This is an optimization exercise on Yosys and OpenROAD, whose aim is small area, not a production implementation.
Only simulation tests tie the RTL to the original design; equivalence was not proved.
Power is estimated from default activity; no workload was simulated.

==> inputs of run a <==
## chen_unsigned_div
module chen_unsigned_div (clk, rst_n, divide_en, dividend, divisor,
                          divide_error, divide_done, quotient, remainde);
Settings: LEC_CHECK=0, ABC_AREA=1, CAP_MARGIN=20, CORE_MARGIN=2, CORE_UTILIZATION=50, SLEW_MARGIN=20; clock period 5.0 ns.
run.sh (not shown) runs the stock make flow with config.mk's settings and CLKGATE_MAP_FILE= SYNTH_SCRIPT=/design/flow/synth_recipe.tcl, a recipe that flattens the netlist after the stock synthesis.
==> run b: changes against run a <==
CORE_UTILIZATION = 65   (was 50)
PLACE_DENSITY = 0.8   (was unset)
==> run c: changes against run a <==
--- a/flow/design.v
+++ b/flow/design.v
@@ -1128,19 +1128,29 @@
   wire p21_5_20 = p21_3_20 & p21_4_15;
   wire g21_5_21 = g21_3_21 | (p21_3_21 & g21_4_15);
   wire p21_5_21 = p21_3_21 & p21_4_15;
   wire [22:0] b21 = {g21_5_21, g21_5_20, g21_5_19, g21_5_18, g21_5_17, g21_5_16, g21_4_15, g21_4_14, g21_4_13, g21_4_12, g21_4_11, g21_4_10, g21_4_9, g21_4_8, g21_3_7, g21_3_6, g21_3_5, g21_3_4, g21_2_3, g21_2_2, g21_1_1, g21_0[0], 1'b0};
   wire [22:0] s21 = {b21[22], d_5[21:0] ^ b21[21:0]};
   wire q21 = ~s21[22] & ~|d_5[31:22];
   wire [21:0] r22 = t21 ^ ({22{q21}} & s21[21:0]);
   wire [31:0] x22 = {x21[30:0], q21};
-  wire [22:0] t22 = {r22, x22[31]};
-  wire [22:0] g22_0 = ~t22 & d_5[22:0];
-  wire [22:0] p22_0 = ~t22 | d_5[22:0];
+  reg        v_6;
+  reg [31:0] d_6;
+  reg [31:0] x_6;
+  reg [21:0] r_6;
+  always @(posedge clk) begin
+    v_6 <= rst_n & v_5;
+    d_6 <= d_5;
+    x_6 <= x22;
+    r_6 <= r22;
+  end
+  wire [22:0] t22 = {r_6, x_6[31]};
+  wire [22:0] g22_0 = ~t22 & d_6[22:0];
+  wire [22:0] p22_0 = ~t22 | d_6[22:0];
   wire g22_1_1 = g22_0[1] | (p22_0[1] & g22_0[0]);
   wire p22_1_1 = p22_0[1] & p22_0[0];
   wire g22_1_3 = g22_0[3] | (p22_0[3] & g22_0[2]);
   wire p22_1_3 = p22_0[3] & p22_0[2];
   wire g22_1_5 = g22_0[5] | (p22_0[5] & g22_0[4]);
   wire p22_1_5 = p22_0[5] & p22_0[4];
   wire g22_1_7 = g22_0[7] | (p22_0[7] & g22_0[6]);
   wire p22_1_7 = p22_0[7] & p22_0[6];
@@ -1228,31 +1238,21 @@
   wire p22_5_19 = p22_2_19 & p22_4_15;
   wire g22_5_20 = g22_3_20 | (p22_3_20 & g22_4_15);
   wire p22_5_20 = p22_3_20 & p22_4_15;
   wire g22_5_21 = g22_3_21 | (p22_3_21 & g22_4_15);
   wire p22_5_21 = p22_3_21 & p22_4_15;
   wire g22_5_22 = g22_3_22 | (p22_3_22 & g22_4_15);
   wire p22_5_22 = p22_3_22 & p22_4_15;
   wire [23:0] b22 = {g22_5_22, g22_5_21, g22_5_20, g22_5_19, g22_5_18, g22_5_17, g22_5_16, g22_4_15, g22_4_14, g22_4_13, g22_4_12, g22_4_11, g22_4_10, g22_4_9, g22_4_8, g22_3_7, g22_3_6, g22_3_5, g22_3_4, g22_2_3, g22_2_2, g22_1_1, g22_0[0], 1'b0};
-  wire [23:0] s22 = {b22[23], d_5[22:0] ^ b22[22:0]};
-  wire q22 = ~s22[23] & ~|d_5[31:23];
+  wire [23:0] s22 = {b22[23], d_6[22:0] ^ b22[22:0]};
+  wire q22 = ~s22[23] & ~|d_6[31:23];
   wire [22:0] r23 = t22 ^ ({23{q22}} & s22[22:0]);
-  wire [31:0] x23 = {x22[30:0], q22};
-  reg        v_6;
-  reg [31:0] d_6;
-  reg [31:0] x_6;
-  reg [22:0] r_6;
-  always @(posedge clk) begin
-    v_6 <= rst_n & v_5;
-    d_6 <= d_5;
-    x_6 <= x23;
-    r_6 <= r23;
-  end
-  wire [23:0] t23 = {r_6, x_6[31]};
+  wire [31:0] x23 = {x_6[30:0], q22};
+  wire [23:0] t23 = {r23, x23[31]};
   wire [23:0] g23_0 = ~t23 & d_6[23:0];
   wire [23:0] p23_0 = ~t23 | d_6[23:0];
   wire g23_1_1 = g23_0[1] | (p23_0[1] & g23_0[0]);
   wire p23_1_1 = p23_0[1] & p23_0[0];
   wire g23_1_3 = g23_0[3] | (p23_0[3] & g23_0[2]);
   wire p23_1_3 = p23_0[3] & p23_0[2];
   wire g23_1_5 = g23_0[5] | (p23_0[5] & g23_0[4]);
   wire p23_1_5 = p23_0[5] & p23_0[4];
@@ -1353,20 +1353,30 @@
   wire g23_5_22 = g23_3_22 | (p23_3_22 & g23_4_15);
   wire p23_5_22 = p23_3_22 & p23_4_15;
   wire g23_5_23 = g23_3_23 | (p23_3_23 & g23_4_15);
   wire p23_5_23 = p23_3_23 & p23_4_15;
   wire [24:0] b23 = {g23_5_23, g23_5_22, g23_5_21, g23_5_20, g23_5_19, g23_5_18, g23_5_17, g23_5_16, g23_4_15, g23_4_14, g23_4_13, g23_4_12, g23_4_11, g23_4_10, g23_4_9, g23_4_8, g23_3_7, g23_3_6, g23_3_5, g23_3_4, g23_2_3, g23_2_2, g23_1_1, g23_0[0], 1'b0};
   wire [24:0] s23 = {b23[24], d_6[23:0] ^ b23[23:0]};
   wire q23 = ~s23[24] & ~|d_6[31:24];
   wire [23:0] r24 = t23 ^ ({24{q23}} & s23[23:0]);
-  wire [31:0] x24 = {x_6[30:0], q23};
-  wire [24:0] t24 = {r24, x24[31]};
-  wire [24:0] g24_0 = ~t24 & d_6[24:0];
-  wire [24:0] p24_0 = ~t24 | d_6[24:0];
+  wire [31:0] x24 = {x23[30:0], q23};
+  reg        v_7;
+  reg [31:0] d_7;
+  reg [31:0] x_7;
+  reg [23:0] r_7;
+  always @(posedge clk) begin
+    v_7 <= rst_n & v_6;
+    d_7 <= d_6;
+    x_7 <= x24;
+    r_7 <= r24;
+  end
+  wire [24:0] t24 = {r_7, x_7[31]};
+  wire [24:0] g24_0 = ~t24 & d_7[24:0];
+  wire [24:0] p24_0 = ~t24 | d_7[24:0];
   wire g24_1_1 = g24_0[1] | (p24_0[1] & g24_0[0]);
   wire p24_1_1 = p24_0[1] & p24_0[0];
   wire g24_1_3 = g24_0[3] | (p24_0[3] & g24_0[2]);
   wire p24_1_3 = p24_0[3] & p24_0[2];
   wire g24_1_5 = g24_0[5] | (p24_0[5] & g24_0[4]);
   wire p24_1_5 = p24_0[5] & p24_0[4];
   wire g24_1_7 = g24_0[7] | (p24_0[7] & g24_0[6]);
   wire p24_1_7 = p24_0[7] & p24_0[6];
@@ -1466,23 +1476,23 @@
   wire p24_5_21 = p24_3_21 & p24_4_15;
   wire g24_5_22 = g24_3_22 | (p24_3_22 & g24_4_15);
   wire p24_5_22 = p24_3_22 & p24_4_15;
   wire g24_5_23 = g24_3_23 | (p24_3_23 & g24_4_15);
   wire p24_5_23 = p24_3_23 & p24_4_15;
   wire g24_5_24 = g24_4_24 | (p24_4_24 & g24_4_15);
   wire p24_5_24 = p24_4_24 & p24_4_15;
   wire [25:0] b24 = {g24_5_24, g24_5_23, g24_5_22, g24_5_21, g24_5_20, g24_5_19, g24_5_18, g24_5_17, g24_5_16, g24_4_15, g24_4_14, g24_4_13, g24_4_12, g24_4_11, g24_4_10, g24_4_9, g24_4_8, g24_3_7, g24_3_6, g24_3_5, g24_3_4, g24_2_3, g24_2_2, g24_1_1, g24_0[0], 1'b0};
-  wire [25:0] s24 = {b24[25], d_6[24:0] ^ b24[24:0]};
-  wire q24 = ~s24[25] & ~|d_6[31:25];
+  wire [25:0] s24 = {b24[25], d_7[24:0] ^ b24[24:0]};
+  wire q24 = ~s24[25] & ~|d_7[31:25];
   wire [24:0] r25 = t24 ^ ({25{q24}} & s24[24:0]);
-  wire [31:0] x25 = {x24[30:0], q24};
+  wire [31:0] x25 = {x_7[30:0], q24};
   wire [25:0] t25 = {r25, x25[31]};
-  wire [25:0] g25_0 = ~t25 & d_6[25:0];
-  wire [25:0] p25_0 = ~t25 | d_6[25:0];
+  wire [25:0] g25_0 = ~t25 & d_7[25:0];
+  wire [25:0] p25_0 = ~t25 | d_7[25:0];
   wire g25_1_1 = g25_0[1] | (p25_0[1] & g25_0[0]);
   wire p25_1_1 = p25_0[1] & p25_0[0];
   wire g25_1_3 = g25_0[3] | (p25_0[3] & g25_0[2]);
   wire p25_1_3 = p25_0[3] & p25_0[2];
   wire g25_1_5 = g25_0[5] | (p25_0[5] & g25_0[4]);
   wire p25_1_5 = p25_0[5] & p25_0[4];
   wire g25_1_7 = g25_0[7] | (p25_0[7] & g25_0[6]);
   wire p25_1_7 = p25_0[7] & p25_0[6];
@@ -1588,33 +1598,33 @@
   wire p25_5_22 = p25_3_22 & p25_4_15;
   wire g25_5_23 = g25_3_23 | (p25_3_23 & g25_4_15);
   wire p25_5_23 = p25_3_23 & p25_4_15;
   wire g25_5_24 = g25_4_24 | (p25_4_24 & g25_4_15);
   wire p25_5_24 = p25_4_24 & p25_4_15;
   wire g25_5_25 = g25_4_25 | (p25_4_25 & g25_4_15);
   wire p25_5_25 = p25_4_25 & p25_4_15;
   wire [26:0] b25 = {g25_5_25, g25_5_24, g25_5_23, g25_5_22, g25_5_21, g25_5_20, g25_5_19, g25_5_18, g25_5_17, g25_5_16, g25_4_15, g25_4_14, g25_4_13, g25_4_12, g25_4_11, g25_4_10, g25_4_9, g25_4_8, g25_3_7, g25_3_6, g25_3_5, g25_3_4, g25_2_3, g25_2_2, g25_1_1, g25_0[0], 1'b0};
-  wire [26:0] s25 = {b25[26], d_6[25:0] ^ b25[25:0]};
-  wire q25 = ~s25[26] & ~|d_6[31:26];
+  wire [26:0] s25 = {b25[26], d_7[25:0] ^ b25[25:0]};
+  wire q25 = ~s25[26] & ~|d_7[31:26];
   wire [25:0] r26 = t25 ^ ({26{q25}} & s25[25:0]);
   wire [31:0] x26 = {x25[30:0], q25};
-  reg        v_7;
-  reg [31:0] d_7;
-  reg [31:0] x_7;
-  reg [25:0] r_7;
+  reg        v_8;
+  reg [31:0] d_8;
+  reg [31:0] x_8;
+  reg [25:0] r_8;
   always @(posedge clk) begin
-    v_7 <= rst_n & v_6;
-    d_7 <= d_6;
-    x_7 <= x26;
-    r_7 <= r26;
+    v_8 <= rst_n & v_7;
+    d_8 <= d_7;
+    x_8 <= x26;
+    r_8 <= r26;
   end
-  wire [26:0] t26 = {r_7, x_7[31]};
-  wire [26:0] g26_0 = ~t26 & d_7[26:0];
-  wire [26:0] p26_0 = ~t26 | d_7[26:0];
+  wire [26:0] t26 = {r_8, x_8[31]};
+  wire [26:0] g26_0 = ~t26 & d_8[26:0];
+  wire [26:0] p26_0 = ~t26 | d_8[26:0];
   wire g26_1_1 = g26_0[1] | (p26_0[1] & g26_0[0]);
   wire p26_1_1 = p26_0[1] & p26_0[0];
   wire g26_1_3 = g26_0[3] | (p26_0[3] & g26_0[2]);
   wire p26_1_3 = p26_0[3] & p26_0[2];
   wire g26_1_5 = g26_0[5] | (p26_0[5] & g26_0[4]);
   wire p26_1_5 = p26_0[5] & p26_0[4];
   wire g26_1_7 = g26_0[7] | (p26_0[7] & g26_0[6]);
   wire p26_1_7 = p26_0[7] & p26_0[6];
@@ -1726,23 +1736,23 @@
   wire p26_5_23 = p26_3_23 & p26_4_15;
   wire g26_5_24 = g26_4_24 | (p26_4_24 & g26_4_15);
   wire p26_5_24 = p26_4_24 & p26_4_15;
   wire g26_5_25 = g26_4_25 | (p26_4_25 & g26_4_15);
   wire p26_5_25 = p26_4_25 & p26_4_15;
   wire g26_5_26 = g26_4_26 | (p26_4_26 & g26_4_15);
   wire p26_5_26 = p26_4_26 & p26_4_15;
   wire [27:0] b26 = {g26_5_26, g26_5_25, g26_5_24, g26_5_23, g26_5_22, g26_5_21, g26_5_20, g26_5_19, g26_5_18, g26_5_17, g26_5_16, g26_4_15, g26_4_14, g26_4_13, g26_4_12, g26_4_11, g26_4_10, g26_4_9, g26_4_8, g26_3_7, g26_3_6, g26_3_5, g26_3_4, g26_2_3, g26_2_2, g26_1_1, g26_0[0], 1'b0};
-  wire [27:0] s26 = {b26[27], d_7[26:0] ^ b26[26:0]};
-  wire q26 = ~s26[27] & ~|d_7[31:27];
+  wire [27:0] s26 = {b26[27], d_8[26:0] ^ b26[26:0]};
+  wire q26 = ~s26[27] & ~|d_8[31:27];
   wire [26:0] r27 = t26 ^ ({27{q26}} & s26[26:0]);
-  wire [31:0] x27 = {x_7[30:0], q26};
+  wire [31:0] x27 = {x_8[30:0], q26};
   wire [27:0] t27 = {r27, x27[31]};
-  wire [27:0] g27_0 = ~t27 & d_7[27:0];
-  wire [27:0] p27_0 = ~t27 | d_7[27:0];
+  wire [27:0] g27_0 = ~t27 & d_8[27:0];
+  wire [27:0] p27_0 = ~t27 | d_8[27:0];
   wire g27_1_1 = g27_0[1] | (p27_0[1] & g27_0[0]);
   wire p27_1_1 = p27_0[1] & p27_0[0];
   wire g27_1_3 = g27_0[3] | (p27_0[3] & g27_0[2]);
   wire p27_1_3 = p27_0[3] & p27_0[2];
   wire g27_1_5 = g27_0[5] | (p27_0[5] & g27_0[4]);
   wire p27_1_5 = p27_0[5] & p27_0[4];
   wire g27_1_7 = g27_0[7] | (p27_0[7] & g27_0[6]);
   wire p27_1_7 = p27_0[7] & p27_0[6];
@@ -1862,23 +1872,33 @@
   wire p27_5_24 = p27_4_24 & p27_4_15;
   wire g27_5_25 = g27_4_25 | (p27_4_25 & g27_4_15);
   wire p27_5_25 = p27_4_25 & p27_4_15;
   wire g27_5_26 = g27_4_26 | (p27_4_26 & g27_4_15);
   wire p27_5_26 = p27_4_26 & p27_4_15;
   wire g27_5_27 = g27_4_27 | (p27_4_27 & g27_4_15);
   wire p27_5_27 = p27_4_27 & p27_4_15;
   wire [28:0] b27 = {g27_5_27, g27_5_26, g27_5_25, g27_5_24, g27_5_23, g27_5_22, g27_5_21, g27_5_20, g27_5_19, g27_5_18, g27_5_17, g27_5_16, g27_4_15, g27_4_14, g27_4_13, g27_4_12, g27_4_11, g27_4_10, g27_4_9, g27_4_8, g27_3_7, g27_3_6, g27_3_5, g27_3_4, g27_2_3, g27_2_2, g27_1_1, g27_0[0], 1'b0};
-  wire [28:0] s27 = {b27[28], d_7[27:0] ^ b27[27:0]};
-  wire q27 = ~s27[28] & ~|d_7[31:28];
+  wire [28:0] s27 = {b27[28], d_8[27:0] ^ b27[27:0]};
+  wire q27 = ~s27[28] & ~|d_8[31:28];
   wire [27:0] r28 = t27 ^ ({28{q27}} & s27[27:0]);
   wire [31:0] x28 = {x27[30:0], q27};
-  wire [28:0] t28 = {r28, x28[31]};
-  wire [28:0] g28_0 = ~t28 & d_7[28:0];
-  wire [28:0] p28_0 = ~t28 | d_7[28:0];
+  reg        v_9;
+  reg [31:0] d_9;
+  reg [31:0] x_9;
+  reg [27:0] r_9;
+  always @(posedge clk) begin
+    v_9 <= rst_n & v_8;
+    d_9 <= d_8;
+    x_9 <= x28;
+    r_9 <= r28;
+  end
+  wire [28:0] t28 = {r_9, x_9[31]};
+  wire [28:0] g28_0 = ~t28 & d_9[28:0];
+  wire [28:0] p28_0 = ~t28 | d_9[28:0];
   wire g28_1_1 = g28_0[1] | (p28_0[1] & g28_0[0]);
   wire p28_1_1 = p28_0[1] & p28_0[0];
   wire g28_1_3 = g28_0[3] | (p28_0[3] & g28_0[2]);
   wire p28_1_3 = p28_0[3] & p28_0[2];
   wire g28_1_5 = g28_0[5] | (p28_0[5] & g28_0[4]);
   wire p28_1_5 = p28_0[5] & p28_0[4];
   wire g28_1_7 = g28_0[7] | (p28_0[7] & g28_0[6]);
   wire p28_1_7 = p28_0[7] & p28_0[6];
@@ -2004,33 +2024,23 @@
   wire p28_5_25 = p28_4_25 & p28_4_15;
   wire g28_5_26 = g28_4_26 | (p28_4_26 & g28_4_15);
   wire p28_5_26 = p28_4_26 & p28_4_15;
   wire g28_5_27 = g28_4_27 | (p28_4_27 & g28_4_15);
   wire p28_5_27 = p28_4_27 & p28_4_15;
   wire g28_5_28 = g28_4_28 | (p28_4_28 & g28_4_15);
   wire p28_5_28 = p28_4_28 & p28_4_15;
   wire [29:0] b28 = {g28_5_28, g28_5_27, g28_5_26, g28_5_25, g28_5_24, g28_5_23, g28_5_22, g28_5_21, g28_5_20, g28_5_19, g28_5_18, g28_5_17, g28_5_16, g28_4_15, g28_4_14, g28_4_13, g28_4_12, g28_4_11, g28_4_10, g28_4_9, g28_4_8, g28_3_7, g28_3_6, g28_3_5, g28_3_4, g28_2_3, g28_2_2, g28_1_1, g28_0[0], 1'b0};
-  wire [29:0] s28 = {b28[29], d_7[28:0] ^ b28[28:0]};
-  wire q28 = ~s28[29] & ~|d_7[31:29];
+  wire [29:0] s28 = {b28[29], d_9[28:0] ^ b28[28:0]};
+  wire q28 = ~s28[29] & ~|d_9[31:29];
   wire [28:0] r29 = t28 ^ ({29{q28}} & s28[28:0]);
-  wire [31:0] x29 = {x28[30:0], q28};
-  reg        v_8;
-  reg [31:0] d_8;
-  reg [31:0] x_8;
-  reg [28:0] r_8;
-  always @(posedge clk) begin
-    v_8 <= rst_n & v_7;
-    d_8 <= d_7;
-    x_8 <= x29;
-    r_8 <= r29;
-  end
-  wire [29:0] t29 = {r_8, x_8[31]};
-  wire [29:0] g29_0 = ~t29 & d_8[29:0];
-  wire [29:0] p29_0 = ~t29 | d_8[29:0];
+  wire [31:0] x29 = {x_9[30:0], q28};
+  wire [29:0] t29 = {r29, x29[31]};
+  wire [29:0] g29_0 = ~t29 & d_9[29:0];
+  wire [29:0] p29_0 = ~t29 | d_9[29:0];
   wire g29_1_1 = g29_0[1] | (p29_0[1] & g29_0[0]);
   wire p29_1_1 = p29_0[1] & p29_0[0];
   wire g29_1_3 = g29_0[3] | (p29_0[3] & g29_0[2]);
   wire p29_1_3 = p29_0[3] & p29_0[2];
   wire g29_1_5 = g29_0[5] | (p29_0[5] & g29_0[4]);
   wire p29_1_5 = p29_0[5] & p29_0[4];
   wire g29_1_7 = g29_0[7] | (p29_0[7] & g29_0[6]);
   wire p29_1_7 = p29_0[7] & p29_0[6];
@@ -2164,23 +2174,33 @@
   wire p29_5_26 = p29_4_26 & p29_4_15;
   wire g29_5_27 = g29_4_27 | (p29_4_27 & g29_4_15);
   wire p29_5_27 = p29_4_27 & p29_4_15;
   wire g29_5_28 = g29_4_28 | (p29_4_28 & g29_4_15);
   wire p29_5_28 = p29_4_28 & p29_4_15;
   wire g29_5_29 = g29_4_29 | (p29_4_29 & g29_4_15);
   wire p29_5_29 = p29_4_29 & p29_4_15;
   wire [30:0] b29 = {g29_5_29, g29_5_28, g29_5_27, g29_5_26, g29_5_25, g29_5_24, g29_5_23, g29_5_22, g29_5_21, g29_5_20, g29_5_19, g29_5_18, g29_5_17, g29_5_16, g29_4_15, g29_4_14, g29_4_13, g29_4_12, g29_4_11, g29_4_10, g29_4_9, g29_4_8, g29_3_7, g29_3_6, g29_3_5, g29_3_4, g29_2_3, g29_2_2, g29_1_1, g29_0[0], 1'b0};
-  wire [30:0] s29 = {b29[30], d_8[29:0] ^ b29[29:0]};
-  wire q29 = ~s29[30] & ~|d_8[31:30];
+  wire [30:0] s29 = {b29[30], d_9[29:0] ^ b29[29:0]};
+  wire q29 = ~s29[30] & ~|d_9[31:30];
   wire [29:0] r30 = t29 ^ ({30{q29}} & s29[29:0]);
-  wire [31:0] x30 = {x_8[30:0], q29};
-  wire [30:0] t30 = {r30, x30[31]};
-  wire [30:0] g30_0 = ~t30 & d_8[30:0];
-  wire [30:0] p30_0 = ~t30 | d_8[30:0];
+  wire [31:0] x30 = {x29[30:0], q29};
+  reg        v_10;
+  reg [31:0] d_10;
+  reg [31:0] x_10;
+  reg [29:0] r_10;
+  always @(posedge clk) begin
+    v_10 <= rst_n & v_9;
+    d_10 <= d_9;
+    x_10 <= x30;
+    r_10 <= r30;
+  end
+  wire [30:0] t30 = {r_10, x_10[31]};
+  wire [30:0] g30_0 = ~t30 & d_10[30:0];
+  wire [30:0] p30_0 = ~t30 | d_10[30:0];
   wire g30_1_1 = g30_0[1] | (p30_0[1] & g30_0[0]);
   wire p30_1_1 = p30_0[1] & p30_0[0];
   wire g30_1_3 = g30_0[3] | (p30_0[3] & g30_0[2]);
   wire p30_1_3 = p30_0[3] & p30_0[2];
   wire g30_1_5 = g30_0[5] | (p30_0[5] & g30_0[4]);
   wire p30_1_5 = p30_0[5] & p30_0[4];
   wire g30_1_7 = g30_0[7] | (p30_0[7] & g30_0[6]);
   wire p30_1_7 = p30_0[7] & p30_0[6];
@@ -2322,23 +2342,23 @@
   wire p30_5_27 = p30_4_27 & p30_4_15;
   wire g30_5_28 = g30_4_28 | (p30_4_28 & g30_4_15);
   wire p30_5_28 = p30_4_28 & p30_4_15;
   wire g30_5_29 = g30_4_29 | (p30_4_29 & g30_4_15);
   wire p30_5_29 = p30_4_29 & p30_4_15;
   wire g30_5_30 = g30_4_30 | (p30_4_30 & g30_4_15);
   wire p30_5_30 = p30_4_30 & p30_4_15;
   wire [31:0] b30 = {g30_5_30, g30_5_29, g30_5_28, g30_5_27, g30_5_26, g30_5_25, g30_5_24, g30_5_23, g30_5_22, g30_5_21, g30_5_20, g30_5_19, g30_5_18, g30_5_17, g30_5_16, g30_4_15, g30_4_14, g30_4_13, g30_4_12, g30_4_11, g30_4_10, g30_4_9, g30_4_8, g30_3_7, g30_3_6, g30_3_5, g30_3_4, g30_2_3, g30_2_2, g30_1_1, g30_0[0], 1'b0};
-  wire [31:0] s30 = {b30[31], d_8[30:0] ^ b30[30:0]};
-  wire q30 = ~s30[31] & ~|d_8[31:31];
+  wire [31:0] s30 = {b30[31], d_10[30:0] ^ b30[30:0]};
+  wire q30 = ~s30[31] & ~|d_10[31:31];
   wire [30:0] r31 = t30 ^ ({31{q30}} & s30[30:0]);
-  wire [31:0] x31 = {x30[30:0], q30};
+  wire [31:0] x31 = {x_10[30:0], q30};
   wire [31:0] t31 = {r31, x31[31]};
-  wire [31:0] g31_0 = ~t31 & d_8[31:0];
-  wire [31:0] p31_0 = ~t31 | d_8[31:0];
+  wire [31:0] g31_0 = ~t31 & d_10[31:0];
+  wire [31:0] p31_0 = ~t31 | d_10[31:0];
   wire g31_1_1 = g31_0[1] | (p31_0[1] & g31_0[0]);
   wire p31_1_1 = p31_0[1] & p31_0[0];
   wire g31_1_3 = g31_0[3] | (p31_0[3] & g31_0[2]);
   wire p31_1_3 = p31_0[3] & p31_0[2];
   wire g31_1_5 = g31_0[5] | (p31_0[5] & g31_0[4]);
   wire p31_1_5 = p31_0[5] & p31_0[4];
   wire g31_1_7 = g31_0[7] | (p31_0[7] & g31_0[6]);
   wire p31_1_7 = p31_0[7] & p31_0[6];
@@ -2490,27 +2510,27 @@
   wire p31_5_28 = p31_4_28 & p31_4_15;
   wire g31_5_29 = g31_4_29 | (p31_4_29 & g31_4_15);
   wire p31_5_29 = p31_4_29 & p31_4_15;
   wire g31_5_30 = g31_4_30 | (p31_4_30 & g31_4_15);
   wire p31_5_30 = p31_4_30 & p31_4_15;
   wire g31_5_31 = g31_4_31 | (p31_4_31 & g31_4_15);
   wire p31_5_31 = p31_4_31 & p31_4_15;
   wire [32:0] b31 = {g31_5_31, g31_5_30, g31_5_29, g31_5_28, g31_5_27, g31_5_26, g31_5_25, g31_5_24, g31_5_23, g31_5_22, g31_5_21, g31_5_20, g31_5_19, g31_5_18, g31_5_17, g31_5_16, g31_4_15, g31_4_14, g31_4_13, g31_4_12, g31_4_11, g31_4_10, g31_4_9, g31_4_8, g31_3_7, g31_3_6, g31_3_5, g31_3_4, g31_2_3, g31_2_2, g31_1_1, g31_0[0], 1'b0};
-  wire [32:0] s31 = {b31[32], d_8[31:0] ^ b31[31:0]};
+  wire [32:0] s31 = {b31[32], d_10[31:0] ^ b31[31:0]};
   wire q31 = ~s31[32];
   wire [31:0] r32 = t31 ^ ({32{q31}} & s31[31:0]);
   wire [31:0] x32 = {x31[30:0], q31};
-  reg        v_9;
-  reg        e_9;
-  reg [31:0] x_9;
-  reg [31:0] r_9;
+  reg        v_11;
+  reg        e_11;
+  reg [31:0] x_11;
+  reg [31:0] r_11;
   always @(posedge clk) begin
-    v_9 <= rst_n & v_8;
-    e_9 <= ~|d_8;
-    x_9 <= x32;
-    r_9 <= r32;
+    v_11 <= rst_n & v_10;
+    e_11 <= ~|d_10;
+    x_11 <= x32;
+    r_11 <= r32;
   end
-  assign divide_done  = v_9;
-  assign divide_error = v_9 & e_9;
-  assign quotient     = x_9;
-  assign remainde     = r_9;
+  assign divide_done  = v_11;
+  assign divide_error = v_11 & e_11;
+  assign quotient     = x_11;
+  assign remainde     = r_11;
 endmodule
CTS_CLUSTER_DIAMETER = 80   (was unset)
CTS_CLUSTER_SIZE = 25   (was unset)
==> flow_summary.yaml <==
status:
  status: "failed layout checks"
  so.violations: "negative setup slack"
sta:
  fin_ws_ns: -0.110
  setup_viol: 16
(the above is from run b)
==> flow_summary.yaml <==
status:
  status: "no timing/DRC/antenna violations"
sta:
  setup_viol: 0
  final-hold-violation-count: 0
  fin_ws_ns: 0.121
detailed_routing:
  drc_errors: 0
pwr:
  leakagePower_nw: 34.7
synthesis:
  synth-compound-area-share: 0.0776
(the above is from run a)
==> flow_summary.yaml <==
clocking:
  cts_buffers: 57
status:
  status: "no timing/DRC/antenna violations"
sta:
  setup_viol: 0
  fin_ws_ns: 0.442
synthesis:
  yosysTopAreaCell: "dfxtp_1"
  yosysWarningCount: 1
floorplan:
  row_count: 118
layout:
  bufAreaShareNonClock: 0.0550
(the above is from run c)

==> afterwards: timing with drivers on the ports <==
The flow's constraints put no driver on any port. The routed layouts listed below were extracted and timed again, unchanged, in two steps.
Step 1 sets driving cells, clkbuf_16 on the clock port and buf_2 on the other inputs (assumed; they add their load-dependent delay and slew).
Step 2, shift: input delay + t, output delay - t, t = (earliest + latest rising clock arrival at the registers) / 2. This alone moves slack from input paths to output paths.
Slacks: no drivers / after step 1 / after step 2; pairs: no drivers / after step 1.
| run | t, ns | setup slack, ns | hold slack, ns | worst data-port slew with drivers (ns) |
|---|---|---|---|---|
| run a | 0.736 | 0.121 / 0.121 / 0.026 | 0.307 / 0.307 / 0.307 | 0.04 |
| run b | 0.737 | -0.110 / -0.110 / -0.159 | 0.321 / 0.321 / 0.321 | 0.05 |
| run c | 0.746 | 0.442 / 0.442 / -0.192 | 0.329 / 0.329 / 0.329 | 0.05 |
Met with ideal ports but missed after step 2: setup timing in run c. For run c, which loses most, drivers alone change the setup slack by 0.000 ns; drivers and shift together by -0.634 ns.
